What follows belongs to an exercise in optimizing a design on an open flow for small area; a production flow would make more cautious choices.
At most, simulation tests tie the RTL to the original design; equivalence was not proved.
Power and IR drop assume default switching activity.

// iwm
module iwm
(
	input clk,
	input cep,
	input cen,
	input _reset,
	input selectIWM,
	input _cpuRW,
	input _cpuLDS,
	input [15:0] dataIn,
	input [3:0] cpuAddrRegHi,
	input SEL,  
	input driveSel,  
	output [15:0] dataOut,
	input [1:0] insertDisk,
	output [1:0] diskEject,
	input [1:0] diskSides,
	output [1:0] diskMotor,
	output [1:0] diskAct,
	output [21:0] dskReadAddrInt,
	input dskReadAckInt,
	output [21:0] dskReadAddrExt,
	input dskReadAckExt,
	input [7:0] dskReadData
);
	reg [7:0] dataOutLo;
	assign dataOut = { 8'hBE, dataOutLo };
	reg ca0, ca1, ca2, lstrb, selectExternalDrive, q6, q7;
	reg diskEnableExt, diskEnableInt;
	reg [7:0] readDataLatch;
	reg [4:0] iwmMode;
	wire access = selectIWM & ~_cpuLDS;
	wire [7:0] hit = access ? (8'd1 << cpuAddrRegHi[3:1]) : 8'd0;
	wire bitVal = cpuAddrRegHi[0];
	wire q6Next = hit[6] ? bitVal : q6;
	wire q7Next = hit[7] ? bitVal : q7;
	wire selectExternalDriveNext = hit[5] ? bitVal : selectExternalDrive;
	always @(posedge clk or negedge _reset) begin
		if (_reset == 1'b0) begin
			ca0 <= 0;
			ca1 <= 0;
			ca2 <= 0;
			lstrb <= 0;
			diskEnableExt <= 0;
			diskEnableInt <= 0;
			selectExternalDrive <= 0;
			q6 <= 0;
			q7 <= 0;
		end else begin
			if (hit[0]) ca0 <= bitVal;
			if (hit[1]) ca1 <= bitVal;
			if (hit[2]) ca2 <= bitVal;
			if (hit[3]) lstrb <= bitVal;
			if (hit[4] && selectExternalDrive) diskEnableExt <= bitVal;
			if (hit[4] && !selectExternalDrive) diskEnableInt <= bitVal;
			selectExternalDrive <= selectExternalDriveNext;
  ...
For scale: ~380 flip-flops, about 110 I/O pins, about 23000 um2 of cells after synthesis.
clock: 10.0 ns
lec_check: 0
cap_margin: 20
core_margin: 2
core_utilization: 40
slew_margin: 20
run.sh (not shown) runs the stock make flow with config.mk's settings and CLKGATE_MAP_FILE= SYNTH_SCRIPT=/design/flow/synth_recipe.tcl, a recipe that flattens the netlist after the stock synthesis.
Edit:
--- a/flow/config.mk
+++ b/flow/config.mk
@@ -7,2 +7,3 @@
 export LEC_CHECK = 0
+export ABC_AREA = 1
 export CAP_MARGIN = 20
@@ -10,2 +11,3 @@
 export CORE_UTILIZATION = 40
+export CTS_BUF_LIST = sky130_fd_sc_hd__clkbuf_4
 export SLEW_MARGIN = 20
Outcome: Total power rises by a quarter to a third. Critical path depth increases by 1. Cell area came out lower slightly. Global-route usage goes up by 0.78 points. Final cell count goes up by about a fifth. Maximum frequency rose by a little under a tenth. Sequential power rose by a few percent. Die area stays flat.
Edit:
--- a/flow/config.mk
+++ b/flow/config.mk
@@ -11,3 +11,2 @@
 export CORE_UTILIZATION = 40
-export CTS_BUF_LIST = sky130_fd_sc_hd__clkbuf_4
 export SLEW_MARGIN = 20
=> The changed run finished with timing, DRC and antenna clean. Die area stays the same. Count of clock-buffer cells in the layout came out lower by 88. Wire length is lower by 1.5%. Via count falls by about 2%. Synthesized cell count is unchanged. Synthesized area stays the same. Power went up by 3.6%. Clock skew shrinks by 0.048 ns. Sequential power hardly moves. Combinational power is about the same. Setup slack is worse by 0.023 ns.
No functional check of the RTL was part of any run of this note.

* * *

Setup of zinc:
iwm, a different RTL version from the one above (not shown whole).
For scale: ~2800 cells after synthesis, ~380 flip-flops, ~110 I/O pins, ~0.022 mm^2 of cells after synthesis.
export LEC_CHECK = 0
export ABC_AREA = 1
export CAP_MARGIN = 20
export CORE_MARGIN = 2
export CORE_UTILIZATION = 40
export CTS_BUF_LIST = sky130_fd_sc_hd__clkbuf_16
export CTS_CLUSTER_DIAMETER = 60
export CTS_CLUSTER_SIZE = 30
export SLEW_MARGIN = 20
create_clock -name core_clock -period 10.0 [get_ports {clk}]
For nickel, these inputs were changed with respect to zinc:
--- a/flow/config.mk
+++ b/flow/config.mk
@@ -12,3 +12,3 @@
-export CTS_BUF_LIST = sky130_fd_sc_hd__clkbuf_16
-export CTS_CLUSTER_DIAMETER = 60
-export CTS_CLUSTER_SIZE = 30
+export CTS_BUF_LIST = sky130_fd_sc_hd__clkbuf_8
+export CTS_CLUSTER_DIAMETER = 50
+export CTS_CLUSTER_SIZE = 20
--- outcome ---
Against zinc, nickel reports a time the final worst path needs with I/O delays and setup that is lower.
nickel vs zinc: total net switching power down in nickel
Vias after detailed routing of nickel is on par with zinc.
Across both runs, number of fill cells was higher for nickel than for zinc.
In the tables for zinc and nickel, part of the power in the clock network reads lower with nickel.
For routed wire length, nickel and zinc come out practically identical.
Cell area power density sits lower in nickel than in zinc.
On clock buffer instance count of the final layout, the lower figure sits with zinc, not nickel.
On maximum clock rate, nickel does better than zinc.

-- re-timing with driven ports --
The results above use ideal ports. As a check the final layouts listed here were re-extracted and re-timed, cells and wires unchanged.
Step 1 sets driving cells, clkbuf_16 on the clock port and buf_2 on the other inputs (assumed; they add their load-dependent delay and slew).
Step 2 moves the port delays by t, midway between the first and last clock arrival at a register: inputs arrive t later, outputs are due t later. That takes back most of the time a late clock gives input paths.
Three values: no drivers, after step 1, after step 2; two values: the first two.
| run | t (ns) | setup WS [ns] | worst setup path after step 2 |
|---|---|---|---|
| the first run of note 1 | 0.641 | 2.905 / 2.882 / 2.882 | input to output |
| the second run of note 1 | 0.879 | 3.462 / 3.439 / 3.439 | input to output |
| the third run of note 1 | 0.621 | 3.439 / 3.415 / 3.415 | input to output |
| zinc | 0.629 | 3.266 / 3.298 / 2.669 | input to register |
| nickel | 0.693 | 3.367 / 3.395 / 2.703 | input to register |
After both steps every run listed still meets setup and hold. For nickel, which loses most, drivers alone change the setup slack by +0.028 ns; drivers and shift together by -0.664 ns.
